Source: an optimization exercise on an open RTL-to-GDS flow (aim: small area, a short achievable clock period and few clock cycles). Production flows keep margins and buffers that such runs may drop.
Where RTL was checked, it was by simulation tests only, not by an equivalence proof against the original.
Function not checked in runs 1 to 3: the RTL went through the layout flow alone.
No activity file was given, so power comes from the tool's default toggle rates.

===== flow/config.mk =====
export PLATFORM = sky130hd
export DESIGN_NAME = LZ77_Encoder
export DESIGN_NICKNAME = LZ77_Encoder
export VERILOG_FILES = /design/flow/design.v
export SDC_FILE = /design/flow/constraint.sdc
export NUM_CORES = 8
export LEC_CHECK = 0
export CAP_MARGIN = 40
export CORE_MARGIN = 2
export CORE_UTILIZATION = 30
export PLACE_DENSITY = 0.35
export SLEW_MARGIN = 40

===== flow/constraint.sdc =====
create_clock -name core_clock -period 13.0 [get_ports {clk}]
set_input_delay 2.6000 -clock core_clock [delete_from_list [all_inputs] [get_ports {clk}]]
set_output_delay 2.6000 -clock core_clock [all_outputs]
set_load 0.01 [all_outputs]

===== flow/design.v =====
module LZ77_Encoder(clk,reset,chardata,valid,encode,finish,offset,match_len,char_nxt);
input               clk;
input               reset;
input       [7:0]   chardata;
output reg          valid;
output              encode;
output reg          finish;
output reg  [3:0]   offset;
output reg  [2:0]   match_len;
output      [7:0]   char_nxt;
assign encode = 1'b1;
reg [79:0] hist;
reg [3:0]  cnt;
reg        st;
reg [9:1]  al;
always @(posedge clk)
    hist <= {hist[71:0], chardata};
reg [3:0] cnt_nx;
always @(*)
    case (cnt)
        4'd0: cnt_nx = 4'd1;
        4'd1: cnt_nx = 4'd2;
        4'd2: cnt_nx = 4'd3;
        4'd3: cnt_nx = 4'd4;
        4'd4: cnt_nx = 4'd5;
        4'd5: cnt_nx = 4'd6;
        4'd6: cnt_nx = 4'd7;
        4'd7: cnt_nx = 4'd8;
        default: cnt_nx = 4'd9;
    endcase
always @(posedge clk or posedge reset)
    if (reset) cnt <= 4'd0;
    else       cnt <= cnt_nx;
wire [7:0] cur = hist[7:0];
assign char_nxt = hist[15:8];
wire [9:1] eq;
wire [9:1] mask;
genvar g;
generate
    for (g = 1; g <= 9; g = g + 1) begin : cmp
        assign eq[g]   = (hist[8*g +: 8] == cur);
    end
endgenerate
assign mask[1] = |cnt;
assign mask[2] = cnt[3] | cnt[2] | cnt[1];
assign mask[3] = cnt[3] | cnt[2] | (cnt[1] & cnt[0]);
assign mask[4] = cnt[3] | cnt[2];
assign mask[5] = cnt[3] | (cnt[2] & (cnt[1] | cnt[0]));
assign mask[6] = cnt[3] | (cnt[2] & cnt[1]);
assign mask[7] = cnt[3] | (cnt[2] & cnt[1] & cnt[0]);
assign mask[8] = cnt[3];
assign mask[9] = cnt[3] & cnt[0];
wire       en = (cnt != 4'd0);
wire [2:0] je = st ? 3'd0 : match_len;
wire [9:1] a  = al & eq;
wire [2:0] jn = {je[2] ^ (je[1] & je[0]), je[1] ^ je[0], ~je[0]};
reg        stop;
reg [9:1]  a_pr;
integer k;
always @(*) begin
    stop = 1'b0;
    for (k = 1; k <= 7; k = k + 1)
        if (je == k - 1 && a[k]) stop = 1'b1;
    for (k = 1; k <= 9; k = k + 1)
        a_pr[k] = a[k] & ~(stop && (je >= k));
end
reg [3:0] enc;
always @(*) begin
    enc = 4'd0;
    for (k = 1; k <= 9; k = k + 1)
        if (a[k]) enc = k - 1;
end
wire kill = (a == 9'd0) || (je == 3'd7);
wire nk   = kill | ~en;
wire emit = en & kill & ~finish;
always @(posedge clk) begin
    st        <= nk;
    al        <= nk ? mask : a_pr;
    match_len <= kill ? je : jn;
    if (!(kill && !st)) offset <= enc;
end
always @(posedge clk or posedge reset)
    if (reset) begin
        valid  <= 1'b0;
        finish <= 1'b0;
    end else begin
        valid <= emit;
        if (emit && cur == 8'h24) finish <= 1'b1;
    end
endmodule

===== flow/flow/run.sh =====
#!/bin/bash
# Layout flow: the standard synthesis, then the ORFS layout steps with
# settings from flow/params.sh (port buffer cell, setup margin for
# repair_timing, clock tree buffers), and optionally every logic cell reset to
# its smallest drive strength right after synthesis so that repair_timing
# only upsizes what the timing needs. Each tool's output goes to a log here.
set -euo pipefail
source flow/params.sh
R=orfs/results/$FLOW_PLATFORM/LZ77_Encoder/base
bash standard.sh synth > synth.log 2>&1
if [[ "${DOWNSIZE:-0}" == 1 ]]; then
  IN_DB=$R/1_synth.odb openroad -no_init -exit flow/downsize.tcl > downsize.log 2>&1
fi
bash standard.sh "${MAKEVARS[@]}" finish > layout.log 2>&1

===== flow/flow/downsize.tcl =====
# Swap every logic cell to the smallest-area cell of its family (same
# function, other drive strength). Flip-flops keep their type.
read_db $::env(IN_DB)
set db [ord::get_db]
set fam {}
foreach lib [$db getLibs] {
  foreach m [$lib getMasters] {
    set n [$m getName]
    if {[regexp {^(sky130_fd_sc_hd__[a-z0-9]+)_([0-9]+)$} $n -> base drv]} {
      dict lappend fam $base $m
    }
  }
}
set swapped 0
foreach inst [[ord::get_db_block] getInsts] {
  set m [$inst getMaster]
  set n [$m getName]
  if {![regexp {^(sky130_fd_sc_hd__[a-z0-9]+)_([0-9]+)$} $n -> base drv]} continue
  if {[regexp {__(df|edf|sdf|dl|sedf|clk|conb|tap|fill|decap)} $n]} continue
  set best $m
  set ba [expr {[$m getWidth] * [$m getHeight]}]
  foreach c [dict get $fam $base] {
    set a [expr {[$c getWidth] * [$c getHeight]}]
    if {$a < $ba} { set best $c; set ba $a }
  }
  if {$best ne $m} {
    $inst swapMaster $best
    incr swapped
  }
}
puts "downsized $swapped instances"
write_db $::env(IN_DB)

===== flow/flow/params.sh =====
DOWNSIZE=1
MAKEVARS=("BUFFER_PORTS_ARGS=-buffer_cell sky130_fd_sc_hd__buf_2" "CTS_BUF_LIST=sky130_fd_sc_hd__clkbuf_8" CTS_CLUSTER_SIZE=30)

===== flow/standard.sh =====
#!/bin/bash
# synth_recipe.tcl (not shown) runs the flow's synth.tcl, then flattens the netlist and writes it again
# the make line also repeats each setting of config.mk as NAME=value (left out here)
make -C /OpenROAD-flow-scripts/flow DESIGN_CONFIG=/design/flow/config.mk WORK_HOME=/design/flow/orfs CLKGATE_MAP_FILE= SYNTH_SCRIPT=/design/flow/synth_recipe.tcl "${@:-finish}"

==> impl_metrics.tcl, run 1 <==
set metrics [dict create \
    busiest_layer "met2" \
    port_buffers 26 \
    combinationalPowerShare_pct 6.8 \
    clk_pin_slew_worst_paths_ns 0.09 \
    p_leak_nw 1.60 \
    timing.final.hold_violations 0 \
    gpl.final_weighted_congestion 0.764 \
    vias_in_the_first_global_route 2277 \
    max_slew.worst_pin.slew_ns 0.688 \
    cts_max_level 3 \
    r2r-end "offset[0]" \
    num_rows 40 \
    max-vdd-ir-drop_mv 0.0772 \
    die_area_mm2 0.0133 \
    cp_num_buf_inv 1 \
    clock_share_of_power_pct 34.1 \
    power_frac_seq_pct 59.1 \
    grt_start_max_net_pins 19 \
    grt_use_total_pct 12.9 \
    power-per-cell-area_mw_per_mm2 142 \
    placedInstanceArea_mm2 0.00399 \
    drt_pass1_iterations 4 \
    insertion_delay_to_the_later_sink_of_the_worst_skew_pair_ns 0.37 \
    post_synth_instance_area_mm2 0.00371 \
    synth_to_final_area_change_pct 12.7 \
    detailedRoute.firstIterationViolations 116 \
    syn_area_per_cell_um2 10.9 \
    post-route-period-util_pct 27.4 \
    drive_gt1_share_pct 11.8 \
    path_class "reg -> out" \
    r2r_start "hist[3]" \
    gr-usage-met1_pct 15.7 \
    timing.fmax_mhz 280 \
    route.detailed.vias_per_inst 4.26 \
    core_region_area_mm2 0.0121 \
    max_fo_critical_path 7 \
    slowest_cp_cell "dfxtp_1" \
    switching_share_pct 24.1 \
    finalNetCount 378 \
    path_delay_family "flip-flops" \
    grt_overflow_total 0 \
    postCtsSetupBuffers 0 \
    rsz0062_at_grt "false" \
    cp-start-kind "register" \
    grt_first_pass_wirelength_mm 12.4 \
    endpoint_kind "primary output" \
    cts_root_buffer "clkbuf_8" \
    finalSetupViolCount 0 \
    synth-warning-count 1 \
    ctsResizeCount 0 \
    cts-buffers-inserted 9 \
    timing.critical_path.required_ns 10.40 \
    final_period_minus_worst_setup_slack_ns 3.57 \
    synth_nets 361 \
    ff2ff_path_depth 7 \
    initial_utilization_pct 30.8 \
    post_synth_inst_count 342 \
    design.portCount 28 \
    cells_traversed_along_the_worst_timing_path "buf_2" \
    die-height_um 115 \
    fin_skew_ns 0.00965 \
    worstSetupStartpoint "match_len[0]" \
    drc 0 \
    status "finished clean" \
    cellInternalPower_uw 450 \
    num_antenna_cells 0 \
    maxSlewViolCount 0 \
    final_cells 532 \
    wire_per_inst_um 14.7 \
    hold_class "reg -> reg" \
    critical_path_cell_count 1 \
    power_total_uw 593 \
    wirelength_mm 7.79 \
    chipWidth_um 115 \
    critical_path_arrival_ns 0.97 \
    clock_tree.buffer_depth 2 \
    numClockSinks 103 \
    drv_cap 0 \
    placed_cells_incl_taps 516 \
    finalSetupTns_ns 0 \
    cpPeakStageDelay_ns 0.43 \
    grt.met3_usage_pct 5.17 \
    reported_net_switching_power_uw 143 \
    detailed_place_hpwl_mm 5.99 \
    post_cts_hold_buffer_count 0 \
    timing.critical_path.to "match_len[0]" \
    final_cell_area_mm2 0.00418 \
    drtAntennaViolNets 0 \
    max-slew-margin-rel_pct 54.1 \
    global_route.usage.met2_pct 20.9 \
    grt_antenna_before_repair 0 \
    via_count 2266 \
    worst_reg2reg_setup_slack_ns 10.28 \
    cts_tree "yes" \
]
power by group through the flow:
stage / registers, mW / logic [mW] / clock network (mW)
after CTS: 0.351 / 0.0416 / 0.213
after global routing: 0.353 / 0.0450 / 0.224
after floorplan: 0.351 / 0.0349 / 0
final: 0.350 / 0.0402 / 0.203
after detailed placement: 0.358 / 0.0414 / 0
after global placement: 0.358 / 0.0417 / 0
worst reg2reg max path, delay by kind of cell (launching register included):
family,cells,cell delay (ns)
and+or+nand+nor,4,1.02
DFF,1,0.73
buffers and inverters,1,0.26
AOI/OAI and AO/OA,1,0.23
xor gates and xnor gates,1,0.18
final cells by class:
cell class	count	area [um^2]
Clock inverter	6	60.1
Sequential cell	103	2130
Timing Repair Buffer	28	145
Clock buffer	10	138
Inverter	12	45.0
Tap cell	168	210
Fill cell	1246	7880
Multi-Input combinational cell	205	1450
state kept, by name (all words and copies together), names as in the netlist:
name	count
finish	1
match_len	3
cnt	4
st	1
hist	80
offset	4
al	9
valid	1
worst min-delay path by stage:
stage	start	to	slack (ns)	cells after the start
global placement	hist[68]	hist[76]	0.35	0
CTS	hist[45]	hist[53]	0.37	0
floorplan	hist[2]	hist[10]	0.33	0
finish	hist[30]	hist[38]	0.37	0
global route	hist[63]	hist[71]	0.37	0
detailed placement	hist[63]	hist[71]	0.35	0
layer usage:
metal / share of wire (%) / vias to the layer above
met2: 46 / 52
met3: 5.8 / 5
met5: 0 / -
li1: - / 1174
met4: 1.1 / 0
met1: 47 / 1035
per-stage QoR:
stage	setup slack (ns)	hold WS, ns	utilization (%)
after floorplan	9.93	0.329	-
after global placement	9.83	0.353	33.0
after detailed placement	9.83	0.354	33.0
after CTS	9.40	0.369	34.7
after global routing	9.35	0.374	34.7
final	9.43	0.368	34.7
cell usage in the layout, fill, tap and decap left out, types with 2 or more instances in the layout:
cell	instances
o21bai_1	2
a21o_1	2
nor2_1	8
nand2b_1	3
or3_1	4
a31oi_1	5
nand4_1	10
clkbuf_8	10
ha_1	9
nor2b_1	2
dfrtp_1	6
nand2_1	19
edfxtp_1	4
dfxtp_1	93
nor4_1	4
buf_4	2
o21ai_0	5
nand3_1	14
nor3_1	15
a21oi_1	7
xnor2_1	66
buf_2	26
nor4b_1	4
inv_1	14
xor2_1	7
mux2i_1	4
==> inputs of run 2 (changes only) <==
==> flow/flow/params.sh (replaced) <==
DOWNSIZE=1
MAKEVARS=("BUFFER_PORTS_ARGS=-buffer_cell sky130_fd_sc_hd__buf_2" "CTS_BUF_LIST=sky130_fd_sc_hd__clkbuf_8" CTS_CLUSTER_SIZE=30 SETUP_SLACK_MARGIN=9.45)
==> run 2 against run 1 <==
  * Final area grew 0.33%
  * Final cell count did not move
  * Sequential share of layout area up 0.16 points
  * Synthesized area is the same
  * Global-route usage barely moved
  * Sequential power barely moved
  * Via count is essentially flat
  * Register-to-register slack got worse by 0.04 ns
  * First-iteration DRC count decreased by 0.86%
  * Synthesized cell count stayed put
  * Critical endpoint is now finish
==> impl_metrics.tcl, run 2 <==
set metrics [dict create \
    drtAntennaViolNets 0 \
    synth_to_final_area_change_pct 13.0 \
    vias_in_the_first_global_route 2277 \
    worst_hold_startpoint "hist[30]" \
    numClockSinks 103 \
    cp-start-kind "register" \
    timing.hold.worst_path_depth 0 \
    post_synth_inst_count 342 \
    cts_root_buffer "clkbuf_8" \
    drv_cap 0 \
    multiInputGateArea_mm2 0.00145 \
    slowest_cp_cell "dfrtp_1" \
    finish.utilization_pct 34.8 \
    path_delay_family "flip-flops" \
    chipWidth_um 115 \
    grt_first_pass_wirelength_mm 12.4 \
    grt_antenna_before_repair 0 \
    grt_overflow_total 0 \
    largest_register_ffs 80 \
    post_cts_hold_buffer_count 0 \
    cts_tree "yes" \
    cpPeakStageDelay_ns 0.39 \
    critical_path_arrival_ns 0.91 \
    max_fo_critical_path 3 \
    fill_cells 1251 \
    grt_use_total_pct 12.9 \
    hold_class "reg -> reg" \
    holdPathEnd "hist[38]" \
    power_total_uw 593 \
    cells_traversed_along_the_worst_timing_path "buf_2" \
    max_slew.worst_pin.slew_ns 0.719 \
    cts-buffers-inserted 9 \
    max-slew-margin-rel_pct 51.7 \
    detailedRoute.firstIterationViolations 115 \
    finalSetupViolCount 0 \
    port_buffers 26 \
    final_cells 532 \
    timing.final.hold_violations 0 \
    drive_gt1_share_pct 14.3 \
    path_class "reg -> out" \
    postCtsSetupBuffers 0 \
    timing.fmax_mhz 285 \
    synth_nets 361 \
    gpl.final_weighted_congestion 0.764 \
    grt_start_max_net_pins 19 \
    design.portCount 28 \
    wirelength_mm 7.79 \
    post_synth_instance_area_mm2 0.00371 \
    ff2ff_path_depth 7 \
    clk_pin_slew_worst_paths_ns 0.10 \
    syn_area_per_cell_um2 10.9 \
    clock_tree.buffer_depth 2 \
    status "finished clean" \
    worst_reg2reg_setup_slack_ns 10.24 \
    endpoint_kind "primary output" \
    post-route-period-util_pct 27.0 \
    detailed_place_hpwl_mm 5.99 \
    fin_skew_ns 0.00948 \
    largest_register "hist" \
    synth-warning-count 1 \
    maxSlewViolCount 0 \
    final_period_minus_worst_setup_slack_ns 3.51 \
    r2r-end "offset[0]" \
    r2r_start "hist[3]" \
    die-height_um 115 \
    max-vdd-ir-drop_mv 0.0768 \
    insertion_delay_to_the_later_sink_of_the_worst_skew_pair_ns 0.37 \
    num_rows 40 \
    layout.cells.most_common_list "dfxtp_1, xnor2_1, buf_2" \
    wire_per_inst_um 14.6 \
    placed_cells_incl_taps 516 \
    route.detailed.vias_per_inst 4.26 \
    via_count 2264 \
    die_area_mm2 0.0133 \
    reg_top3 "hist x80, al x9" \
    drt_pass1_iterations 4 \
    mostFrequentLayoutCell "dfxtp_1" \
    worst_hold_slack_ns 0.368 \
    num_antenna_cells 0 \
    timing.critical_path.required_ns 10.40 \
    finalSetupTns_ns 0 \
    drc 0 \
    rsz0062_at_grt "true" \
    core_region_area_mm2 0.0121 \
    cp_num_buf_inv 1 \
    layout.area.seq_mm2 0.00215 \
    p_leak_nw 1.60 \
    initial_utilization_pct 30.8 \
    cts_max_level 3 \
    power-per-cell-area_mw_per_mm2 141 \
    finalNetCount 378 \
]
[run 2: changes by cell type in the layout (fill, tap and decap cells not counted)]
cell / change
dfxtp_4: +1
dfxtp_2: +8
dfxtp_1: -9
[run 2: how the worst max path moves through the flow]
stage	to	startpoint	cells past startpoint	slack, ns
final	finish	finish	1	9.49
after global routing	finish	finish	1	9.43
after CTS	finish	finish	1	9.46
after detailed placement	match_len[0]	match_len[0]	1	9.83
after global placement	match_len[0]	match_len[0]	1	9.83
after floorplan	char_nxt[0]	hist[8]	1	9.93
[run 2: metal layers]
| metal | GRT usage, % | vias up | share of wire, % |
|---|---|---|---|
| met2 | 20.9 | 52 | 46 |
| li1 | - | 1174 | - |
| met5 | 0 | - | 0 |
| met3 | 5.17 | 5 | 5.8 |
| met4 | 3.86 | 0 | 1.1 |
| met1 | 15.7 | 1033 | 47 |
[run 2: timing repair]
action                                  in CTS  in global routing
endpoints found under the setup margin       1                 10
gates cloned                                 0                  0
hold endpoints to repair                     0                  0
gates resized for setup                      1                  9
[run 2: layout make-up]
cell class | count | area share [%]
clock buffers | 10 | 3.28
clock inverters | 6 | 1.43
inverters | 12 | 1.07
multi-input cells | 205 | 34.6
flip-flops and latches | 103 | 51.1
well taps | 168 | 5.01
repair buffers | 28 | 3.46
[run 2: power breakdown]
part | total, mW | switching, mW | internal [mW]
Sequential | 0.351 | 0.0155 | 0.335
Combinational | 0.0403 | 0.0186 | 0.0217
Clock | 0.202 | 0.108 | 0.0938
[run 2: through the flow]
| stage | setup WS [ns] | instance area (um^2) |
|---|---|---|
| 2_1_floorplan | 9.93 | 3710 |
| 3_3_place_gp | 9.83 | 3990 |
| 3_5_place_dp | 9.83 | 3990 |
| 4_1_cts | 9.46 | 4180 |
| 5_1_grt | 9.43 | 4200 |
| 6_report | 9.49 | 4200 |
==> inputs of run 3 (changes only) <==
==> flow/flow/params.sh (replaced) <==
DOWNSIZE=1
MAKEVARS=("BUFFER_PORTS_ARGS=-buffer_cell sky130_fd_sc_hd__buf_2" "CTS_BUF_LIST=sky130_fd_sc_hd__clkbuf_8" CTS_CLUSTER_SIZE=30 SETUP_SLACK_MARGIN=9.3)
==> run 3 against run 2 <==
  * Still clean
  * Final area decreased by 0.33%
  * Flip-flop and latch count stayed put
  * First-iteration DRC count up 0.87%
  * Critical path depth unchanged
  * Die area unchanged
  * Register-to-register slack better by 0.04 ns
  * Critical path type unchanged
  * Largest cell class unchanged
==> impl_metrics.tcl, run 3 <==
set metrics [dict create \
    chipWidth_um 115 \
    slowest_cp_cell "dfxtp_1" \
    gpl.final_weighted_congestion 0.764 \
    post_cts_hold_buffer_count 0 \
    timing.critical_path.required_ns 10.40 \
    synth-warning-count 1 \
    layout.area.seq_mm2 0.00213 \
    vias_in_the_first_global_route 2277 \
    port_buffers 26 \
    drv_cap 0 \
    dpl_worst_slack_ns 9.83 \
    clk_pin_slew_worst_paths_ns 0.09 \
    timing.critical_path.to "match_len[0]" \
    fin_skew_ns 0.00965 \
    insertion_delay_to_the_later_sink_of_the_worst_skew_pair_ns 0.37 \
    wirelength_mm 7.79 \
    ff2ff_path_depth 7 \
    grt_first_pass_wirelength_mm 12.4 \
    initial_utilization_pct 30.8 \
    detailed_place_hpwl_mm 5.99 \
    max_slew.worst_pin.slew_ns 0.688 \
    worstSetupStartpoint "match_len[0]" \
    drt_pass1_iterations 4 \
    fill_cells 1246 \
    maxSlewViolCount 0 \
    r2r_start "hist[3]" \
    core_region_area_mm2 0.0121 \
    clock_tree.buffer_depth 2 \
    drive_gt1_share_pct 11.8 \
    synth_to_final_area_change_pct 12.7 \
    num_rows 40 \
    finalSetupTns_ns 0 \
    post_synth_instance_area_mm2 0.00371 \
    timing.final.hold_violations 0 \
    num_antenna_cells 0 \
    cts-buffers-inserted 9 \
    postCtsSetupBuffers 0 \
    cts_root_buffer "clkbuf_8" \
    design.portCount 28 \
    drc 0 \
    r2r-end "offset[0]" \
    route.detailed.vias_per_inst 4.26 \
    cts_max_level 3 \
    rsz0062_at_grt "false" \
    post_synth_inst_count 342 \
    numClockSinks 103 \
    path_delay_family "flip-flops" \
    grt_overflow_total 0 \
    finalNetCount 378 \
    max_fo_critical_path 7 \
    final_period_minus_worst_setup_slack_ns 3.57 \
    die-height_um 115 \
    critical_path_arrival_ns 0.97 \
    cpPeakStageDelay_ns 0.43 \
    synth_nets 361 \
    largest_register_ffs 80 \
    max-slew-margin-rel_pct 54.1 \
    critical_path_cell_count 1 \
    status "finished clean" \
    cp-start-kind "register" \
    layout.cells.most_common_list "dfxtp_1, xnor2_1, buf_2" \
    wire_per_inst_um 14.7 \
    ctsResizeCount 0 \
    timing.fmax_mhz 280 \
    cells_traversed_along_the_worst_timing_path "buf_2" \
    syn_area_per_cell_um2 10.9 \
    finish.utilization_pct 34.7 \
    grt_start_max_net_pins 19 \
    die_area_mm2 0.0133 \
    post-route-period-util_pct 27.4 \
    p_leak_nw 1.60 \
    worst_reg2reg_setup_slack_ns 10.28 \
    finalSetupViolCount 0 \
    via_count 2266 \
    largest_register "hist" \
    reg_top3 "hist x80, al x9" \
    max-vdd-ir-drop_mv 0.0772 \
    power-per-cell-area_mw_per_mm2 142 \
    detailedRoute.firstIterationViolations 116 \
    endpoint_kind "primary output" \
    setup_slack_ns 9.43 \
    multiInputGateArea_mm2 0.00145 \
    mostFrequentLayoutCell "dfxtp_1" \
    cp_num_buf_inv 1 \
    drtAntennaViolNets 0 \
    hold_class "reg -> reg" \
    grt_antenna_before_repair 0 \
    grt_use_total_pct 12.9 \
    cts_tree "yes" \
    path_class "reg -> out" \
]
## run 3: worst reg2reg max path: stages (launching register included)
cell and delay [ns]:
dfxtp_1 0.73, xnor2_1 0.18, nand3_1 0.13, nor3_1 0.58, nor2_1 0.11, a41oi_1 0.23
buf_4 0.26, or2_2 0.20
## run 3: cell type report
class | count | share of cell area, %
Clock inverter | 6 | 1.44
Inverter | 12 | 1.08
Clock buffer | 10 | 3.29
Tap cell | 168 | 5.03
Sequential cell | 103 | 51.0
Multi-Input combinational cell | 205 | 34.7
Timing Repair Buffer | 28 | 3.47
## run 3: metal layers
layer	vias to the layer above	global-route usage, %	wire (um)
li1	1174	-	-
met1	1035	15.7	3680
met2	52	20.9	3580
met3	5	5.17	450
met4	0	3.86	86
met5	-	0	0
## run 3: stage by stage
step | cells | hold slack, ns | power, mW | cell area, um^2
after floorplan | 342 | 0.329 | 0.386 | 3710
after global placement | 516 | 0.353 | 0.400 | 3990
after CTS | 532 | 0.369 | 0.605 | 4180
after detailed placement | 516 | 0.354 | 0.400 | 3990
after global routing | 532 | 0.374 | 0.622 | 4180
final | 532 | 0.368 | 0.593 | 4180
## run 3: worst min path at each step
stage	from	to	slack, ns	depth (start not counted)
finish	hist[30]	hist[38]	0.37	0
global route	hist[63]	hist[71]	0.37	0
CTS	hist[45]	hist[53]	0.37	0
detailed placement	hist[63]	hist[71]	0.35	0
global placement	hist[68]	hist[76]	0.35	0
floorplan	hist[2]	hist[10]	0.33	0
## run 3: power by group
| group | internal (mW) | switching, mW | total, mW | leakage (nW) |
|---|---|---|---|---|
| combinational | 0.0216 | 0.0186 | 0.0402 | 0.598 |
| clock | 0.0938 | 0.109 | 0.203 | 0.106 |
| sequential | 0.335 | 0.0155 | 0.350 | 0.898 |
| total | 0.450 | 0.143 | 0.593 | 1.60 |
==> inputs of run 4 (changes only) <==
--- a/flow/design.v
+++ b/flow/design.v
@@ -36,3 +36,2 @@
 wire [9:1] eq;
-wire [9:1] mask;
 genvar g;
@@ -40,5 +39,6 @@
     for (g = 1; g <= 9; g = g + 1) begin : cmp
-        assign eq[g]   = (hist[8*g +: 8] == cur);
+        assign eq[g] = (hist[8*g +: 8] == cur);
     end
 endgenerate
+wire [9:1] mask;
 assign mask[1] = |cnt;
@@ -56,13 +56,4 @@
 wire [2:0] jn = {je[2] ^ (je[1] & je[0]), je[1] ^ je[0], ~je[0]};
-reg        stop;
-reg [9:1]  a_pr;
+reg [3:0] enc;
 integer k;
-always @(*) begin
-    stop = 1'b0;
-    for (k = 1; k <= 7; k = k + 1)
-        if (je == k - 1 && a[k]) stop = 1'b1;
-    for (k = 1; k <= 9; k = k + 1)
-        a_pr[k] = a[k] & ~(stop && (je >= k));
-end
-reg [3:0] enc;
 always @(*) begin
@@ -77,3 +68,3 @@
     st        <= nk;
-    al        <= nk ? mask : a_pr;
+    al        <= nk ? mask : a;
     match_len <= kill ? je : jn;
==> flow/flow/params.sh (replaced) <==
DOWNSIZE=1
MAKEVARS=("BUFFER_PORTS_ARGS=-buffer_cell sky130_fd_sc_hd__buf_2" "CTS_ARGS=-sink_clustering_enable -repair_clock_nets -dont_use_dummy_load -sink_clustering_size 30 -buf_list sky130_fd_sc_hd__clkbuf_8" SETUP_SLACK_MARGIN=9.45)
==> run 4 against run 3 <==
  * Sequential share of layout area is 2.9 points higher
  * Via count fell by 4.6%
  * Final cell count shrank 8.8%
  * Combinational power is 9.5% higher
  * Clock skew increased by 0.0061 ns
  * Fmax is 2.1% higher
  * Synthesized cell count shrank 5.0%
  * Synthesized area fell by 3.3%
  * Clock power down 22%
  * Register-to-register slack lost 0.09 ns
  * Wire length shrank 2.8%
  * Final area decreased by 4.9%
  * Critical path type unchanged
  * Critical endpoint is now char_nxt[5]
  * Largest power group unchanged
==> impl_metrics.tcl, run 4 <==
set metrics [dict create \
    synth_to_final_area_change_pct 10.8 \
    max_slew.worst_pin.slew_ns 0.680 \
    max_fo_critical_path 3 \
    die-height_um 113 \
    via_count 2162 \
    rsz0062_at_grt "false" \
    cp-start-kind "register" \
    power-per-cell-area_mw_per_mm2 139 \
    met1Wirelength_mm 3.63 \
    mostFrequentLayoutCell "dfxtp_1" \
    core_region_area_mm2 0.0116 \
    vias_in_the_first_global_route 2260 \
    port_buffers 26 \
    max-vdd-ir-drop_mv 0.0781 \
    endpoint_kind "primary output" \
    cts_root_buffer "clkbuf_8" \
    timing.final.hold_violations 0 \
    synth_nets 340 \
    gpl.final_weighted_congestion 0.732 \
    chipWidth_um 113 \
    largest_register "hist" \
    post_synth_instance_area_mm2 0.00359 \
    worst_reg2reg_setup_slack_ns 10.19 \
    drv_cap 0 \
    status "finished clean" \
    hold_class "reg -> reg" \
    clk_pin_slew_worst_paths_ns 0.09 \
    grt_first_pass_wirelength_mm 12.3 \
    num_antenna_cells 0 \
    largest_register_ffs 80 \
    finalNetCount 359 \
    drt_pass1_iterations 4 \
    design.portCount 28 \
    post_synth_inst_count 325 \
    wire_per_inst_um 15.6 \
    routed_length_on_met3_um 300 \
    drc 0 \
    numClockSinks 103 \
    grt_use_total_pct 13.2 \
    reg_top3 "hist x80, al x9" \
    finalSetupTns_ns 0 \
    detailed_place_hpwl_mm 5.86 \
    fill_cells 1179 \
    holdPathEnd "hist[75]" \
    timing.critical_path.required_ns 10.40 \
    route.detailed.vias_per_inst 4.46 \
    cts_tree "yes" \
    fin_skew_ns 0.0158 \
    route.met2.wl_mm 3.49 \
    max-slew-margin-rel_pct 54.6 \
    post-route-period-util_pct 26.9 \
    r2r-end "offset[0]" \
    cpPeakStageDelay_ns 0.37 \
    die_area_mm2 0.0129 \
    syn_area_per_cell_um2 11.0 \
    grt_antenna_before_repair 0 \
    drtAntennaViolNets 0 \
    worst_hold_slack_ns 0.363 \
    path_delay_family "flip-flops" \
    clock_tree.buffer_depth 2 \
    critical_path_arrival_ns 0.89 \
    final_period_minus_worst_setup_slack_ns 3.49 \
    grt_start_max_net_pins 17 \
    cp_num_buf_inv 1 \
    r2r_start "hist[3]" \
    maxSlewViolCount 0 \
    timing.fmax_mhz 286 \
    p_leak_nw 1.51 \
    insertion_delay_to_the_later_sink_of_the_worst_skew_pair_ns 0.37 \
    cells_traversed_along_the_worst_timing_path "buf_2" \
    worst_hold_startpoint "hist[67]" \
    initial_utilization_pct 31.0 \
    drive_gt1_share_pct 14.6 \
    grt_overflow_total 0 \
    layout.cells.most_common_list "dfxtp_1, xnor2_1, buf_2" \
    path_class "reg -> out" \
    cts_max_level 3 \
    num_rows 39 \
    cts-buffers-inserted 9 \
    ff2ff_path_depth 7 \
    finish.utilization_pct 34.4 \
    detailedRoute.firstIterationViolations 91 \
    slowest_cp_cell "dfxtp_1" \
    synth-warning-count 1 \
    finalSetupViolCount 0 \
    wirelength_mm 7.58 \
    maxUsedRoutingLayer "met4" \
    timing.hold.worst_path_depth 0 \
]
[run 4: final cells by class]
class                      count  area (um^2)  area share, %
sequential                   103         2140           53.8
multi-input combinational    198         1380           34.6
tap                          143          179           4.50
timing repair buffer          27          138           3.46
clock buffer                   9          124           3.12
inverter                       5         18.8          0.472
[run 4: how the worst max path moves through the flow]
stage	from	to	slack (ns)	depth (start not counted)
4_1_cts	finish	finish	9.46	1
3_3_place_gp	finish	finish	9.89	1
6_report	hist[13]	char_nxt[5]	9.51	1
2_1_floorplan	hist[8]	char_nxt[0]	9.93	1
3_5_place_dp	hist[4]	offset[0]	9.86	7
5_1_grt	finish	finish	9.46	1
[run 4: repair_timing]
action,4_1_cts,5_1_grt
setup buffers,0,1
resized for setup,0,7
endpoints found under the setup margin,0,8
hold buffers,0,0
[run 4: where the power goes]
part           total [mW]  switching [mW]  leakage [nW]  internal, mW
registers           0.350          0.0154         0.898         0.335
clock network       0.159          0.0962        0.0647        0.0623
logic              0.0440          0.0210         0.549        0.0230
total               0.553           0.133          1.51         0.420
[run 4: layer usage]
metal  vias to the layer above  track usage, %
li1                       1107               -
met1                      1008            16.9
met2                        36            20.6
met3                        11            4.84
met4                         0            4.55
met5                         -               0
[run 4: through the flow]
stage	power, mW	cell area [um^2]	setup slack [ns]	cells
3_5_place_dp	0.403	3830	9.86	475
2_1_floorplan	0.387	3590	9.93	325
3_3_place_gp	0.403	3830	9.89	475
5_1_grt	0.586	3980	9.46	485
4_1_cts	0.566	3950	9.46	484
6_report	0.553	3980	9.51	485
Testbench counts of run 4, summed over its fixed seeds: cycles 24,720.
==> inputs of run 5 (changes only) <==
==> flow/flow/params.sh (replaced) <==
DOWNSIZE=1
MAKEVARS=("BUFFER_PORTS_ARGS=-buffer_cell sky130_fd_sc_hd__buf_2" "CTS_ARGS=-sink_clustering_enable -repair_clock_nets -dont_use_dummy_load -sink_clustering_size 55 -buf_list sky130_fd_sc_hd__clkbuf_16" SETUP_SLACK_MARGIN=9.45)
==> run 5 against run 4 <==
  * Still clean on timing, DRC and antenna
  * Sequential share of layout area down 1.3 points
  * Clock skew down 0.0057 ns
  * Clock power is 43% higher
  * Global-route usage is 0.099 points higher
  * Flip-flop and latch count is the same
  * Die area unchanged
  * Largest power group unchanged
==> impl_metrics.tcl, run 5 <==
set metrics [dict create \
    finalNetCount 358 \
    endpoint_kind "primary output" \
    fill_cells 1172 \
    numClockSinks 103 \
    cts-buffers-inserted 9 \
    cp-start-kind "register" \
    max_slew.worst_pin.slew_ns 0.687 \
    reg_top3 "hist x80, al x9" \
    hold_class "reg -> reg" \
    global_route.usage.met2_pct 20.4 \
    via_count 2162 \
    wirelength_mm 7.59 \
    grt.met3_usage_pct 4.94 \
    setup_slack_ns 9.53 \
    die-height_um 113 \
    gr-usage-met1_pct 16.8 \
    max-vdd-ir-drop_mv 0.0836 \
    design.portCount 28 \
    finalSetupTns_ns 0 \
    num_rows 39 \
    postCtsSetupBuffers 0 \
    cts_max_level 3 \
    layout.cells.most_common_list "dfxtp_1, xnor2_1, buf_2" \
    post_synth_inst_count 325 \
    synth_to_final_area_change_pct 13.2 \
    detailedRoute.firstIterationViolations 76 \
    final_cell_area_mm2 0.00406 \
    path_delay_family "flip-flops" \
    power_frac_seq_pct 56.4 \
    chipWidth_um 113 \
    grt_antenna_before_repair 0 \
    layout.area.seq_mm2 0.00213 \
    max_fo_critical_path 3 \
    clk_pin_slew_worst_paths_ns 0.06 \
    maxSlewViolCount 0 \
    dpl_worst_slack_ns 9.86 \
    drive_gt1_share_pct 12.3 \
    grt_overflow_total 0 \
    rsz0062_at_grt "false" \
    mostFrequentLayoutCell "dfxtp_1" \
    timing.final.hold_violations 0 \
    post_synth_instance_area_mm2 0.00359 \
    drv_cap 0 \
    p_leak_nw 1.55 \
    max-slew-margin-rel_pct 54.1 \
    cpPeakStageDelay_ns 0.39 \
    largest_register "hist" \
    drc 0 \
    slowest_cp_cell "dfrtp_1" \
    cts_root_buffer "clkbuf_16" \
    initial_utilization_pct 31.0 \
    route.detailed.vias_per_inst 4.47 \
    largest_register_ffs 80 \
    critical_path_arrival_ns 0.87 \
    gpl.final_weighted_congestion 0.732 \
    insertion_delay_to_the_later_sink_of_the_worst_skew_pair_ns 0.35 \
    multiInputGateArea_mm2 0.00138 \
    core_region_area_mm2 0.0116 \
    drt_pass1_iterations 4 \
    busiest_layer "met2" \
    cts_tree "yes" \
    power-per-cell-area_mw_per_mm2 153 \
    detailed_place_hpwl_mm 5.86 \
    timing.critical_path.required_ns 10.40 \
    clock_tree.buffer_depth 2 \
    vias_in_the_first_global_route 2263 \
    ctsResizeCount 0 \
    wire_per_inst_um 15.7 \
    num_antenna_cells 0 \
    cp_num_buf_inv 1 \
    cells_traversed_along_the_worst_timing_path "buf_2" \
    finalSetupViolCount 0 \
    fin_skew_ns 0.0101 \
    port_buffers 26 \
    die_area_mm2 0.0129 \
    final_period_minus_worst_setup_slack_ns 3.47 \
    cellInternalPower_uw 480 \
    status "finished clean" \
    grt_start_max_net_pins 17 \
    finish.utilization_pct 35.1 \
    path_class "reg -> out" \
    post_cts_hold_buffer_count 0 \
    switching_share_pct 22.9 \
    grt_use_total_pct 13.3 \
    clock_share_of_power_pct 36.7 \
    worst_hold_slack_ns 0.362 \
    synth_nets 340 \
    timing.fmax_mhz 288 \
    post-route-period-util_pct 26.7 \
    synth-warning-count 1 \
    combinationalPowerShare_pct 6.9 \
    reported_net_switching_power_uw 142 \
    drtAntennaViolNets 0 \
    placedInstanceArea_mm2 0.00383 \
    grt_first_pass_wirelength_mm 12.3 \
    syn_area_per_cell_um2 11.0 \
]
## run 5: layout make-up
class,count,share of cell area (%)
Tap cell,143,4.41
Sequential cell,103,52.5
Clock buffer,9,5.55
Inverter,5,0.462
Multi-Input combinational cell,198,33.9
Timing Repair Buffer,26,3.20
## run 5: layer usage
metal | vias to the layer above | wire, um
met1 | 998 | 3630
met4 | 0 | 188
met5 | - | 0
met3 | 13 | 320
met2 | 43 | 3450
li1 | 1108 | -
## run 5: per-stage QoR
| step | cells | power, mW |
|---|---|---|
| floorplan | 325 | 0.387 |
| global placement | 475 | 0.403 |
| detailed placement | 475 | 0.403 |
| CTS | 484 | 0.634 |
| global route | 484 | 0.654 |
| finish | 484 | 0.622 |
## run 5: power groups by stage
stage                     combinational [mW]  clock [mW]  sequential, mW
after floorplan                       0.0368           0           0.351
after detailed placement              0.0443           0           0.358
after global routing                  0.0488       0.251           0.354
final                                 0.0432       0.228           0.351
after CTS                             0.0445       0.238           0.351
after global placement                0.0448           0           0.359
## run 5: path summary, 6_finish.rpt
check | from | end | slack (ns) | depth (start not counted)
setup / recovery | finish | finish | 9.53 | 1
hold / removal | hist[67] | hist[75] | 0.36 | 0
setup reg to reg | hist[4] | offset[2] | 10.19 | 7
hold reg to reg | hist[67] | hist[75] | 0.36 | 0
max in group asynchronous | reset | valid | 10.65 | 2
min in group asynchronous | reset | cnt[2] | 2.15 | 2
==> inputs of run 6 (changes only) <==
==> flow/flow/params.sh (replaced) <==
DOWNSIZE=1
MAKEVARS=("BUFFER_PORTS_ARGS=-buffer_cell sky130_fd_sc_hd__buf_2" "CTS_ARGS=-sink_clustering_enable -repair_clock_nets -dont_use_dummy_load -sink_clustering_size 30 -buf_list {sky130_fd_sc_hd__clkbuf_4 sky130_fd_sc_hd__clkbuf_8}" SETUP_SLACK_MARGIN=9.45)
==> run 6 against run 5 <==
  * Still clean
  * First-iteration DRC count increased by 20%
  * Global-route usage decreased by 0.099 points
  * Sequential share of layout area increased by 1.3 points
  * Synthesized cell count unchanged
  * Sequential power about the same
  * Power decreased by 11%
  * Combinational power increased by 2%
  * Non-clock buffer count increased by 1
  * Die area unchanged
  * Clock-buffer cell count unchanged
  * Critical endpoint is now char_nxt[5]
  * Largest cell class unchanged
==> impl_metrics.tcl, run 6 <==
set metrics [dict create \
    status "finished clean" \
    final_cell_area_mm2 0.00398 \
    layout.cells.most_common_list "dfxtp_1, xnor2_1, buf_2" \
    max_fo_critical_path 3 \
    cts-buffers-inserted 9 \
    via_count 2162 \
    power_frac_seq_pct 63.4 \
    finalSetupTns_ns 0 \
    synth_to_final_area_change_pct 10.8 \
    grt_first_pass_wirelength_mm 12.3 \
    grt_start_max_net_pins 17 \
    die_area_mm2 0.0129 \
    cts_tree "yes" \
    combinationalPowerShare_pct 8.0 \
    post_synth_instance_area_mm2 0.00359 \
    clk_pin_slew_worst_paths_ns 0.09 \
    worst_hold_startpoint "hist[67]" \
    detailedRoute.firstIterationViolations 91 \
    finalNetCount 359 \
    finalSetupViolCount 0 \
    timing.critical_path.required_ns 10.40 \
    maxSlewViolCount 0 \
    drtAntennaViolNets 0 \
    clock_tree.buffer_depth 2 \
    wire_per_inst_um 15.6 \
    timing.hold.worst_path_depth 0 \
    gpl.final_weighted_congestion 0.732 \
    chipWidth_um 113 \
    cp-start-kind "register" \
    worst_reg2reg_setup_slack_ns 10.19 \
    max-slew-margin-rel_pct 54.6 \
    drc 0 \
    ff2ff_path_depth 7 \
    cellInternalPower_uw 420 \
    syn_area_per_cell_um2 11.0 \
    drv_cap 0 \
    grt_antenna_before_repair 0 \
    drive_gt1_share_pct 14.6 \
    port_buffers 26 \
    cts_max_level 3 \
    numClockSinks 103 \
    grt_overflow_total 0 \
    reported_net_switching_power_uw 133 \
    reg_top3 "hist x80, al x9" \
    largest_register "hist" \
    placedInstanceArea_mm2 0.00383 \
    cpPeakStageDelay_ns 0.37 \
    num_rows 39 \
    timing.final.hold_violations 0 \
    cts_root_buffer "clkbuf_8" \
    slowest_cp_cell "dfxtp_1" \
    rsz0062_at_grt "false" \
    post_synth_inst_count 325 \
    critical_path_arrival_ns 0.89 \
    max-vdd-ir-drop_mv 0.0781 \
    insertion_delay_to_the_later_sink_of_the_worst_skew_pair_ns 0.37 \
    fin_skew_ns 0.0158 \
    clock_share_of_power_pct 28.7 \
    largest_register_ffs 80 \
    switching_share_pct 24.0 \
    cells_traversed_along_the_worst_timing_path "buf_2" \
    max_slew.worst_pin.slew_ns 0.680 \
    post-route-period-util_pct 26.9 \
    fill_cells 1179 \
    path_delay_family "flip-flops" \
    timing.fmax_mhz 286 \
    wirelength_mm 7.58 \
    holdPathEnd "hist[75]" \
    cp_num_buf_inv 1 \
    grt_use_total_pct 13.2 \
    num_antenna_cells 0 \
    die-height_um 113 \
    mostFrequentLayoutCell "dfxtp_1" \
    drt_pass1_iterations 4 \
    synth_nets 340 \
    synth-warning-count 1 \
    power_total_uw 553 \
    p_leak_nw 1.51 \
    route.detailed.vias_per_inst 4.46 \
    core_region_area_mm2 0.0116 \
    design.portCount 28 \
    r2r-end "offset[0]" \
    hold_class "reg -> reg" \
    final_cells 485 \
    initial_utilization_pct 31.0 \
    vias_in_the_first_global_route 2260 \
    final_period_minus_worst_setup_slack_ns 3.49 \
    endpoint_kind "primary output" \
    path_class "reg -> out" \
    placed_cells_incl_taps 475 \
    detailed_place_hpwl_mm 5.86 \
    power-per-cell-area_mw_per_mm2 139 \
    r2r_start "hist[3]" \
]
==> run 6: power groups by stage <==
stage	sequential, mW	clock [mW]	combinational (mW)
2_1_floorplan	0.351	0	0.0368
3_3_place_gp	0.359	0	0.0448
3_5_place_dp	0.358	0	0.0443
4_1_cts	0.351	0.170	0.0445
5_1_grt	0.354	0.183	0.0495
6_report	0.350	0.159	0.0440
==> run 6: metrics by stage <==
step / hold slack [ns] / setup slack (ns) / util, %
final: 0.363 / 9.51 / 34.4
after floorplan: 0.329 / 9.93 / -
after CTS: 0.365 / 9.46 / 34.2
after global placement: 0.354 / 9.89 / 33.1
after detailed placement: 0.356 / 9.86 / 33.1
after global routing: 0.374 / 9.46 / 34.4
==> run 6: repair_timing <==
item / 4_1_cts / 5_1_grt
buffers inserted: 0 / 1
resized for setup: 0 / 7
hold buffers: 0 / 0
endpoints found under the setup margin: 0 / 8
==> run 6: area by class of cell <==
type                            count  area [um^2]  area share [%]
Sequential cell                   103         2140            53.8
Multi-Input combinational cell    198         1380            34.6
Tap cell                          143          179            4.50
Timing Repair Buffer               27          138            3.46
Clock buffer                        9          124            3.12
Inverter                            5         18.8           0.472
==> run 6: worst max path at each step <==
stage / end / start / cells past startpoint
floorplan: char_nxt[0] / hist[8] / 1
global placement: finish / finish / 1
detailed placement: offset[0] / hist[4] / 7
CTS: finish / finish / 1
global route: finish / finish / 1
finish: char_nxt[5] / hist[13] / 1
==> run 6: layer usage <==
metal	GRT usage, %	routed length (um)	vias up
li1	-	-	1107
met1	16.9	3630	1008
met2	20.6	3490	36
met3	4.84	300	11
met4	4.55	157	0
met5	0	0	-
==> inputs of run 7 (changes only) <==
==> flow/flow/params.sh (replaced) <==
DOWNSIZE=1
MAKEVARS=("BUFFER_PORTS_ARGS=-buffer_cell sky130_fd_sc_hd__buf_2" "CTS_ARGS=-sink_clustering_enable -repair_clock_nets -dont_use_dummy_load -sink_clustering_size 30 -buf_list sky130_fd_sc_hd__clkbuf_8" SETUP_SLACK_MARGIN=9.6)
==> run 7 against run 6 <==
  * Still clean
  * Clock power barely moved
  * Wire length up 1.5%
  * Final cell count increased by 1.4%
  * Fmax rose by 0.36%
  * Critical endpoint is now finish
  * Synthesized cell count stayed put
==> impl_metrics.tcl, run 7 <==
set metrics [dict create \
    layout.area.seq_mm2 0.00215 \
    synth-warning-count 1 \
    combinationalPowerShare_pct 8.6 \
    synth_to_final_area_change_pct 14.3 \
    max_fo_critical_path 2 \
    endpoint_kind "primary output" \
    reg_top3 "hist x80, al x9" \
    detailedRoute.firstIterationViolations 108 \
    numClockSinks 103 \
    drv_cap 0 \
    finalSetupViolCount 0 \
    cts_tree "yes" \
    grt_overflow_total 0 \
    wire_per_inst_um 15.6 \
    gpl.final_weighted_congestion 0.732 \
    largest_register "hist" \
    rsz0062_at_grt "true" \
    die-height_um 113 \
    grt_antenna_before_repair 0 \
    cp_num_buf_inv 1 \
    switching_share_pct 24.0 \
    placedInstanceArea_mm2 0.00383 \
    mostFrequentLayoutCell "dfxtp_1" \
    clock_tree.buffer_depth 2 \
    synth_nets 340 \
    reported_net_switching_power_uw 134 \
    slowest_cp_cell "dfrtp_1" \
    drt_pass1_iterations 4 \
    max_slew.worst_pin.slew_ns 0.654 \
    layout.cells.most_common_list "dfxtp_1, xnor2_1, nand2_1" \
    detailed_place_hpwl_mm 5.86 \
    maxSlewViolCount 0 \
    power_total_uw 557 \
    die_area_mm2 0.0129 \
    clock_share_of_power_pct 28.5 \
    critical_path_arrival_ns 0.88 \
    grt_start_max_net_pins 17 \
    insertion_delay_to_the_later_sink_of_the_worst_skew_pair_ns 0.37 \
    cpPeakStageDelay_ns 0.38 \
    timing.final.hold_violations 0 \
    cts-buffers-inserted 9 \
    route.detailed.vias_per_inst 4.45 \
    fin_skew_ns 0.0164 \
    finalNetCount 366 \
    design.portCount 28 \
    initial_utilization_pct 31.0 \
    clk_pin_slew_worst_paths_ns 0.09 \
    cellInternalPower_uw 423 \
    post_synth_instance_area_mm2 0.00359 \
    grt_use_total_pct 13.3 \
    core_region_area_mm2 0.0116 \
    largest_register_ffs 80 \
    timing.fmax_mhz 287 \
    path_delay_family "flip-flops" \
    multiInputGateArea_mm2 0.00138 \
    syn_area_per_cell_um2 11.0 \
    final_cell_area_mm2 0.00410 \
    cts_max_level 3 \
    max-slew-margin-rel_pct 56.3 \
    drc 0 \
    cp-start-kind "register" \
    finalSetupTns_ns 0 \
    cells_traversed_along_the_worst_timing_path "buf_2" \
    path_class "reg -> out" \
    port_buffers 26 \
    hold_class "reg -> reg" \
    final_period_minus_worst_setup_slack_ns 3.48 \
    via_count 2189 \
    max-vdd-ir-drop_mv 0.0780 \
    grt_first_pass_wirelength_mm 12.4 \
    drtAntennaViolNets 0 \
    vias_in_the_first_global_route 2295 \
    drive_gt1_share_pct 17.5 \
    fill_cells 1176 \
    p_leak_nw 1.57 \
    power-per-cell-area_mw_per_mm2 136 \
    post_cts_hold_buffer_count 0 \
    chipWidth_um 113 \
    post-route-period-util_pct 26.8 \
    num_rows 39 \
    status "finished clean" \
    num_antenna_cells 0 \
    timing.critical_path.required_ns 10.40 \
    cts_root_buffer "clkbuf_8" \
    wirelength_mm 7.69 \
    power_frac_seq_pct 62.9 \
    post_synth_inst_count 325 \
    finish.utilization_pct 35.5 \
]
[run 7: power groups by stage]
stage / registers (mW) / clock network (mW) / logic, mW
3_3_place_gp: 0.359 / 0 / 0.0448
4_1_cts: 0.351 / 0.170 / 0.0487
6_report: 0.351 / 0.159 / 0.0477
2_1_floorplan: 0.351 / 0 / 0.0368
3_5_place_dp: 0.358 / 0 / 0.0443
5_1_grt: 0.354 / 0.182 / 0.0533
[run 7: metal layers]
| layer | track usage [%] | share of wire [%] | vias up |
|---|---|---|---|
| met5 | 0 | 0 | - |
| met2 | 20.8 | 46 | 36 |
| met4 | 4.55 | 2.0 | 0 |
| met3 | 4.84 | 4.0 | 11 |
| met1 | 17.0 | 47 | 1019 |
| li1 | - | - | 1123 |
[run 7: final cells by class]
type                    count  share of cell area (%)
well taps                 143                    4.36
repair buffers             34                    6.31
flip-flops and latches    103                    52.3
multi-input cells         198                    33.5
clock buffers               9                    3.02
inverters                   5                   0.457
[run 7: path summary, 6_finish.rpt]
kind	startpoint	end	slack (ns)	depth (start not counted)
setup / recovery	finish	finish	9.52	1
hold / removal	hist[67]	hist[75]	0.36	0
setup reg to reg	hist[4]	offset[0]	10.16	7
hold reg to reg	hist[67]	hist[75]	0.36	0
max in group asynchronous	reset	valid	10.68	2
min in group asynchronous	reset	cnt[1]	2.13	2
[run 7: metrics by stage]
step	hold WS (ns)	instances	worst slack, ns
floorplan	0.329	325	9.93
global placement	0.354	475	9.89
detailed placement	0.356	475	9.86
CTS	0.365	491	9.48
global route	0.373	492	9.47
finish	0.364	492	9.52
[run 7: timing repair]
action	4_1_cts	5_1_grt
buffers inserted	7	1
setup endpoints to repair	17	17
resized for setup	22	0
cloned	0	0
==> inputs of run 8 (changes only) <==
==> flow/flow/params.sh (replaced) <==
DOWNSIZE=1
MAKEVARS=("BUFFER_PORTS_ARGS=-buffer_cell sky130_fd_sc_hd__buf_2" "CTS_ARGS=-sink_clustering_enable -repair_clock_nets -dont_use_dummy_load -sink_clustering_size 30 -buf_list sky130_fd_sc_hd__clkbuf_8" SETUP_SLACK_MARGIN=9.75)
==> run 8 against run 7 <==
  * Final area did not move
  * Critical path type unchanged
  * Still clean on timing, DRC and antenna
  * Fmax unchanged
  * Die area unchanged
  * Clock power about the same
==> impl_metrics.tcl, run 8 <==
set metrics [dict create \
    path_class "reg -> out" \
    timing.fmax_mhz 287 \
    final_cell_area_mm2 0.00410 \
    post_synth_instance_area_mm2 0.00359 \
    worst_reg2reg_setup_slack_ns 10.16 \
    synth-warning-count 1 \
    synth_to_final_area_change_pct 14.3 \
    maxSlewViolCount 0 \
    timing.final.hold_violations 0 \
    cp_num_buf_inv 1 \
    path_delay_family "flip-flops" \
    largest_register_ffs 80 \
    synth_nets 340 \
    fin_skew_ns 0.0164 \
    drtAntennaViolNets 0 \
    num_rows 39 \
    gpl.final_weighted_congestion 0.732 \
    drive_gt1_share_pct 17.5 \
    grt_first_pass_wirelength_mm 12.4 \
    finalNetCount 366 \
    post_cts_hold_buffer_count 0 \
    drc 0 \
    route.detailed.vias_per_inst 4.45 \
    wire_per_inst_um 15.6 \
    worst_hold_startpoint "hist[67]" \
    largest_register "hist" \
    post_synth_inst_count 325 \
    multiInputGateArea_mm2 0.00138 \
    worstSetupStartpoint "finish" \
    cts_root_buffer "clkbuf_8" \
    wirelength_mm 7.69 \
    layout.area.seq_mm2 0.00215 \
    fill_cells 1176 \
    layout.cells.most_common_list "dfxtp_1, xnor2_1, nand2_1" \
    chipWidth_um 113 \
    grt_antenna_before_repair 0 \
    grt_use_total_pct 13.3 \
    finalSetupViolCount 0 \
    placedInstanceArea_mm2 0.00383 \
    critical_path_arrival_ns 0.88 \
    vias_in_the_first_global_route 2295 \
    core_region_area_mm2 0.0116 \
    num_antenna_cells 0 \
    power-per-cell-area_mw_per_mm2 136 \
    detailedRoute.firstIterationViolations 108 \
    rsz0062_at_grt "true" \
    max_slew.worst_pin.slew_ns 0.654 \
    drt_pass1_iterations 4 \
    power_total_uw 557 \
    endpoint_kind "primary output" \
    reg_top3 "hist x80, al x9" \
    detailed_place_hpwl_mm 5.86 \
    grt_overflow_total 0 \
    port_buffers 26 \
    p_leak_nw 1.57 \
    syn_area_per_cell_um2 11.0 \
    cp-start-kind "register" \
    grt_start_max_net_pins 17 \
    clk_pin_slew_worst_paths_ns 0.09 \
    die_area_mm2 0.0129 \
    status "finished clean" \
    cells_traversed_along_the_worst_timing_path "buf_2" \
    via_count 2189 \
    finish.utilization_pct 35.5 \
    finalSetupTns_ns 0 \
    die-height_um 113 \
    cts_max_level 3 \
    clock_tree.buffer_depth 2 \
    initial_utilization_pct 31.0 \
    slowest_cp_cell "dfrtp_1" \
    hold_class "reg -> reg" \
    timing.critical_path.required_ns 10.40 \
    max-vdd-ir-drop_mv 0.0780 \
    cpPeakStageDelay_ns 0.38 \
    mostFrequentLayoutCell "dfxtp_1" \
    cts-buffers-inserted 9 \
    final_period_minus_worst_setup_slack_ns 3.48 \
    post-route-period-util_pct 26.8 \
    insertion_delay_to_the_later_sink_of_the_worst_skew_pair_ns 0.37 \
    r2r_start "hist[4]" \
    cts_tree "yes" \
    design.portCount 28 \
    drv_cap 0 \
    max_fo_critical_path 2 \
    numClockSinks 103 \
    max-slew-margin-rel_pct 56.3 \
]
==> run 8: area by class of cell <==
| cell class | count | share of cell area (%) |
|---|---|---|
| Timing Repair Buffer | 34 | 6.31 |
| Inverter | 5 | 0.457 |
| Sequential cell | 103 | 52.3 |
| Clock buffer | 9 | 3.02 |
| Multi-Input combinational cell | 198 | 33.5 |
| Tap cell | 143 | 4.36 |
==> run 8: power by group <==
part / total, mW / switching [mW] / internal [mW]
Clock: 0.159 / 0.0966 / 0.0623
Sequential: 0.351 / 0.0154 / 0.335
Combinational: 0.0477 / 0.0217 / 0.0260
==> run 8: metal layers <==
metal | GRT usage (%) | up-vias | routed length, um
li1 | - | 1123 | -
met1 | 17.0 | 1019 | 3650
met2 | 20.8 | 36 | 3570
met3 | 4.84 | 11 | 309
met4 | 4.55 | 0 | 157
met5 | 0 | - | 0
==> run 8: worst paths after layout <==
| check | to | cells past startpoint |
|---|---|---|
| min in group asynchronous | cnt[1] | 2 |
| max in group asynchronous | valid | 2 |
| max reg2reg | offset[0] | 7 |
| min | hist[75] | 0 |
| max | finish | 1 |
| min reg2reg | hist[75] | 0 |
==> run 8: timing repair <==
action | CTS | global route
resized for setup | 22 | 0
setup buffers | 7 | 1
gates cloned | 0 | 0
setup endpoints to repair | 17 | 17
==> run 8: per-stage QoR <==
| stage | instances | setup WS, ns | hold WS [ns] |
|---|---|---|---|
| after floorplan | 325 | 9.93 | 0.329 |
| after global placement | 475 | 9.89 | 0.354 |
| after detailed placement | 475 | 9.86 | 0.356 |
| after CTS | 491 | 9.48 | 0.365 |
| after global routing | 492 | 9.47 | 0.373 |
| final | 492 | 9.52 | 0.364 |
==> inputs of run 9 (changes only) <==
==> flow/flow/params.sh (replaced) <==
DOWNSIZE=1
MAKEVARS=("BUFFER_PORTS_ARGS=-buffer_cell sky130_fd_sc_hd__buf_2" "CTS_ARGS=-sink_clustering_enable -repair_clock_nets -dont_use_dummy_load -sink_clustering_size 30 -buf_list sky130_fd_sc_hd__clkbuf_8" SETUP_SLACK_MARGIN=9.6 SETUP_MOVE_SEQUENCE=sizeup,swap)
==> run 9 against run 8 <==
  * Largest cell class unchanged
  * Clock-buffer cell count unchanged
  * Flip-flop and latch count unchanged
  * Die area unchanged
  * Clock skew down 0.00075 ns
==> impl_metrics.tcl, run 9 <==
set metrics [dict create \
    final_period_minus_worst_setup_slack_ns 3.50 \
    max-slew-margin-rel_pct 56.7 \
    post_cts_hold_buffer_count 0 \
    status "finished clean" \
    worst_hold_startpoint "hist[67]" \
    largest_register "hist" \
    critical_path_cell_count 1 \
    num_rows 39 \
    rsz0062_at_grt "true" \
    numClockSinks 103 \
    chipWidth_um 113 \
    cp_num_buf_inv 1 \
    drtAntennaViolNets 0 \
    gpl.final_weighted_congestion 0.732 \
    cts-buffers-inserted 9 \
    p_leak_nw 1.53 \
    power-per-cell-area_mw_per_mm2 137 \
    cp-start-kind "register" \
    synth-warning-count 1 \
    r2r-end "offset[0]" \
    insertion_delay_to_the_later_sink_of_the_worst_skew_pair_ns 0.37 \
    grt_overflow_total 0 \
    syn_area_per_cell_um2 11.0 \
    detailedRoute.firstIterationViolations 82 \
    endpoint_kind "primary output" \
    dpl_worst_slack_ns 9.86 \
    vias_in_the_first_global_route 2286 \
    cts_tree "yes" \
    initial_utilization_pct 31.0 \
    cpPeakStageDelay_ns 0.39 \
    detailed_place_hpwl_mm 5.86 \
    wirelength_mm 7.60 \
    post-route-period-util_pct 27.0 \
    max_slew.worst_pin.slew_ns 0.648 \
    grt_start_max_net_pins 17 \
    drc 0 \
    cells_traversed_along_the_worst_timing_path "buf_2" \
    max_fo_critical_path 3 \
    slowest_cp_cell "dfrtp_1" \
    port_buffers 26 \
    grt_use_total_pct 13.2 \
    critical_path_arrival_ns 0.90 \
    finalNetCount 358 \
    synth_nets 340 \
    setup_slack_ns 9.50 \
    die_area_mm2 0.0129 \
    largest_register_ffs 80 \
    route.detailed.vias_per_inst 4.46 \
    maxSlewViolCount 0 \
    fill_cells 1180 \
    synth_to_final_area_change_pct 12.7 \
    cts_max_level 3 \
    layout.area.seq_mm2 0.00215 \
    num_antenna_cells 0 \
    path_class "reg -> out" \
    hold_class "reg -> reg" \
    drv_cap 0 \
    fin_skew_ns 0.0156 \
    cts_root_buffer "clkbuf_8" \
    timing.fmax_mhz 285 \
    ff2ff_path_depth 7 \
    via_count 2158 \
    timing.critical_path.required_ns 10.40 \
    r2r_start "hist[4]" \
    die-height_um 113 \
    wire_per_inst_um 15.7 \
    clk_pin_slew_worst_paths_ns 0.09 \
    max-vdd-ir-drop_mv 0.0785 \
    clock_tree.buffer_depth 2 \
    drt_pass1_iterations 4 \
    design.portCount 28 \
    reg_top3 "hist x80, al x9" \
    holdPathEnd "hist[75]" \
    finalSetupViolCount 0 \
    timing.hold.worst_path_depth 0 \
    timing.final.hold_violations 0 \
    layout.cells.most_common_list "dfxtp_1, xnor2_1, nand2_1" \
    path_delay_family "flip-flops" \
    drive_gt1_share_pct 15.5 \
    multiInputGateArea_mm2 0.00138 \
    post_synth_inst_count 325 \
    finalSetupTns_ns 0 \
    core_region_area_mm2 0.0116 \
    grt_first_pass_wirelength_mm 12.3 \
    mostFrequentLayoutCell "dfxtp_1" \
    worst_reg2reg_setup_slack_ns 10.16 \
    post_synth_instance_area_mm2 0.00359 \
    grt_antenna_before_repair 0 \
]
==> run 9: what timing repair did <==
| item | 4_1_cts | 5_1_grt |
|---|---|---|
| setup endpoints to repair | 17 | 17 |
| buffers inserted | 0 | 0 |
| gates resized for setup | 22 | 0 |
| hold endpoints to repair | 0 | 0 |
==> run 9: worst max-delay path by stage <==
stage | startpoint | end
after global routing | finish | finish
after global placement | finish | finish
after detailed placement | hist[4] | offset[0]
final | finish | finish
after floorplan | hist[8] | char_nxt[0]
after CTS | finish | finish
==> run 9: metrics by stage <==
stage	std cells	utilization [%]	instance area, um^2	hold WS, ns	power (mW)
after floorplan	325	-	3590	0.329	0.387
after global placement	475	33.1	3830	0.354	0.403
after detailed placement	475	33.1	3830	0.356	0.403
after CTS	484	34.9	4030	0.365	0.568
after global routing	484	35.0	4040	0.373	0.587
final	484	35.0	4040	0.364	0.555
==> run 9: final cells by class <==
class,count,area share (%)
multi-input cells,198,34.0
inverters,5,0.464
repair buffers,26,4.92
flip-flops and latches,103,53.1
well taps,143,4.43
clock buffers,9,3.06
==> run 9: per-layer routing <==
layer / GRT usage [%] / up-vias / part of all wire, %
met5: 0 / - / 0
met4: 4.55 / 0 / 2.6
met3: 4.84 / 14 / 4.0
met2: 20.7 / 38 / 46
met1: 16.9 / 998 / 48
li1: - / 1108 / -
==> run 9: where the power goes <==
part           internal, mW  switching (mW)  leakage, nW
sequential            0.335          0.0159        0.899
combinational        0.0242          0.0207        0.562
clock                0.0623          0.0964       0.0647
==> inputs of run 10 (changes only) <==
==> flow/flow/params.sh (replaced) <==
DOWNSIZE=1
MAKEVARS=("BUFFER_PORTS_ARGS=-buffer_cell sky130_fd_sc_hd__buf_2" "CTS_BUF_LIST=sky130_fd_sc_hd__clkbuf_8" CTS_CLUSTER_SIZE=30 SETUP_SLACK_MARGIN=9.45)
==> run 10 against run 9 <==
  * Synthesized cell count unchanged
  * Synthesized area is the same
  * Highest routed layer unchanged
  * Final area increased by 0.77%
  * Combinational power is 2% lower
  * Fmax rose by 0.26%
  * Critical path type unchanged
  * Register-to-register slack improved by 0.05 ns
  * Clock-buffer cell count up 1
==> impl_metrics.tcl, run 10 <==
set metrics [dict create \
    fin_skew_ns 0.00930 \
    wire_per_inst_um 15.5 \
    ff2ff_path_depth 7 \
    finalSetupTns_ns 0 \
    critical_path_cell_count 1 \
    drt_pass1_iterations 4 \
    path_class "reg -> out" \
    cts_tree "yes" \
    insertion_delay_to_the_later_sink_of_the_worst_skew_pair_ns 0.38 \
    gpl.final_weighted_congestion 0.732 \
    synth_to_final_area_change_pct 13.5 \
    finalSetupViolCount 0 \
    initial_utilization_pct 31.0 \
    path_delay_family "flip-flops" \
    timing.fmax_mhz 286 \
    max-vdd-ir-drop_mv 0.0780 \
    grt_overflow_total 0 \
    timing.hold.worst_path_depth 0 \
    largest_register "hist" \
    post_cts_hold_buffer_count 0 \
    power-per-cell-area_mw_per_mm2 152 \
    max_slew.worst_pin.slew_ns 0.675 \
    max_fo_critical_path 2 \
    cp_num_buf_inv 1 \
    maxSlewViolCount 0 \
    cp-start-kind "register" \
    syn_area_per_cell_um2 11.0 \
    layout.cells.most_common_list "dfxtp_1, xnor2_1, buf_2" \
    finalNetCount 359 \
    grt_antenna_before_repair 0 \
    synth-warning-count 1 \
    max-slew-margin-rel_pct 55.0 \
    grt_use_total_pct 13.2 \
    rsz0062_at_grt "false" \
    synth_nets 340 \
    fill_cells 1178 \
    timing.critical_path.required_ns 10.40 \
    die-height_um 113 \
    post_synth_inst_count 325 \
    cpPeakStageDelay_ns 0.38 \
    clk_pin_slew_worst_paths_ns 0.10 \
    port_buffers 26 \
    num_antenna_cells 0 \
    drv_cap 0 \
    endpoint_kind "primary output" \
    final_period_minus_worst_setup_slack_ns 3.50 \
    num_rows 39 \
    status "finished clean" \
    vias_in_the_first_global_route 2263 \
    final_cells 492 \
    drc 0 \
    design.portCount 28 \
    worst_hold_slack_ns 0.362 \
    drtAntennaViolNets 0 \
    detailedRoute.firstIterationViolations 91 \
    die_area_mm2 0.0129 \
    hold_class "reg -> reg" \
    placed_cells_incl_taps 475 \
    grt_first_pass_wirelength_mm 12.4 \
    clock_tree.buffer_depth 2 \
    cts-buffers-inserted 9 \
    wirelength_mm 7.62 \
    cells_traversed_along_the_worst_timing_path "buf_2" \
    slowest_cp_cell "dfrtp_1" \
    critical_path_arrival_ns 0.90 \
    reg_top3 "hist x80, al x9" \
    cts_root_buffer "clkbuf_8" \
    cts_max_level 3 \
    largest_register_ffs 80 \
    core_region_area_mm2 0.0116 \
    route.detailed.vias_per_inst 4.41 \
    detailed_place_hpwl_mm 5.86 \
    drive_gt1_share_pct 16.0 \
    timing.final.hold_violations 0 \
    chipWidth_um 113 \
    p_leak_nw 1.56 \
    via_count 2171 \
    mostFrequentLayoutCell "dfxtp_1" \
    numClockSinks 103 \
    post_synth_instance_area_mm2 0.00359 \
    post-route-period-util_pct 26.9 \
    grt_start_max_net_pins 17 \
]
run 10: path summary, 6_finish.rpt:
check / start / to / slack, ns
setup / recovery: finish / finish / 9.50
hold / removal: hist[26] / hist[34] / 0.36
setup reg to reg: hist[4] / offset[0] / 10.21
hold reg to reg: hist[26] / hist[34] / 0.36
max in group asynchronous: reset / cnt[1] / 10.69
min in group asynchronous: reset / cnt[3] / 2.11
run 10: what timing repair did:
action                                  4_1_cts  5_1_grt
resized for setup                             0        7
endpoints found under the setup margin        1        7
buffers inserted                              1        0
run 10: through the flow:
stage / worst slack, ns / utilization (%) / power (mW) / cell area (um^2)
2_1_floorplan: 9.93 / - / 0.387 / 3590
3_3_place_gp: 9.89 / 33.1 / 0.403 / 3830
3_5_place_dp: 9.86 / 33.1 / 0.403 / 3830
4_1_cts: 9.47 / 35.1 / 0.629 / 4060
5_1_grt: 9.46 / 35.2 / 0.650 / 4070
6_report: 9.50 / 35.2 / 0.618 / 4070
run 10: report_power, final:
part	leakage, nW	internal (mW)	switching [mW]
combinational	0.549	0.0230	0.0210
clock	0.118	0.113	0.110
sequential	0.898	0.335	0.0154
run 10: layout make-up:
cell class	count	area, um^2	area share, %
multi-input combinational	198	1380	33.8
inverter	5	18.8	0.461
timing repair buffer	27	138	3.38
clock inverter	6	83.8	2.06
clock buffer	10	138	3.38
sequential	103	2140	52.5
tap	143	179	4.39
run 10: metal layers:
metal  global-route usage (%)  up-vias  routed length (um)
met4                     4.55        0                 159
met2                     20.4       33                3510
li1                         -     1113                   -
met1                     17.0     1013                3660
met3                     5.15       12                 290
met5                        0        -                   0

separate check: timing with driven ports:
In the flow no input, the clock included, has a driving cell. The finished layouts below were timed again as built, in two steps. Step 1: set_driving_cell puts a clkbuf_16 on clk and a buf_2 on each other input, an assumption about the parent block. Step 2, shift: input delay + t, output delay - t, t = (earliest + latest rising clock arrival at the registers) / 2. This alone moves slack from input paths to output paths. Three values: no drivers, after step 1, after step 2; two values: the first two.
| run | t (ns) | slack for setup (ns) | worst setup path at the end | clock arrival spread, ns | worst data-port slew with drivers (ns) |
|---|---|---|---|---|---|
| run 1 | 0.401 | 9.435 / 9.402 / 9.803 | register to output | 0.009 / 0.010 | 0.03 |
| run 2 | 0.402 | 9.492 / 9.459 / 9.860 | register to output | 0.009 / 0.009 | 0.03 |
| run 3 | 0.401 | 9.435 / 9.402 / 9.803 | register to output | 0.009 / 0.010 | 0.03 |
| run 4 | 0.398 | 9.507 / 9.473 / 9.871 | register to output | 0.018 / 0.018 | 0.03 |
| run 5 | 0.383 | 9.527 / 9.489 / 9.872 | register to output | 0.011 / 0.011 | 0.03 |
| run 6 | 0.398 | 9.507 / 9.473 / 9.871 | register to output | 0.018 / 0.018 | 0.03 |
| run 7 | 0.399 | 9.520 / 9.486 / 9.885 | register to output | 0.020 / 0.019 | 0.03 |
| run 8 | 0.399 | 9.520 / 9.486 / 9.885 | register to output | 0.020 / 0.019 | 0.03 |
| run 9 | 0.398 | 9.496 / 9.461 / 9.860 | register to output | 0.019 / 0.019 | 0.03 |
| run 10 | 0.407 | 9.505 / 9.470 / 9.877 | register to output | 0.009 / 0.010 | 0.03 |
After both steps setup and hold are still met in every run listed.
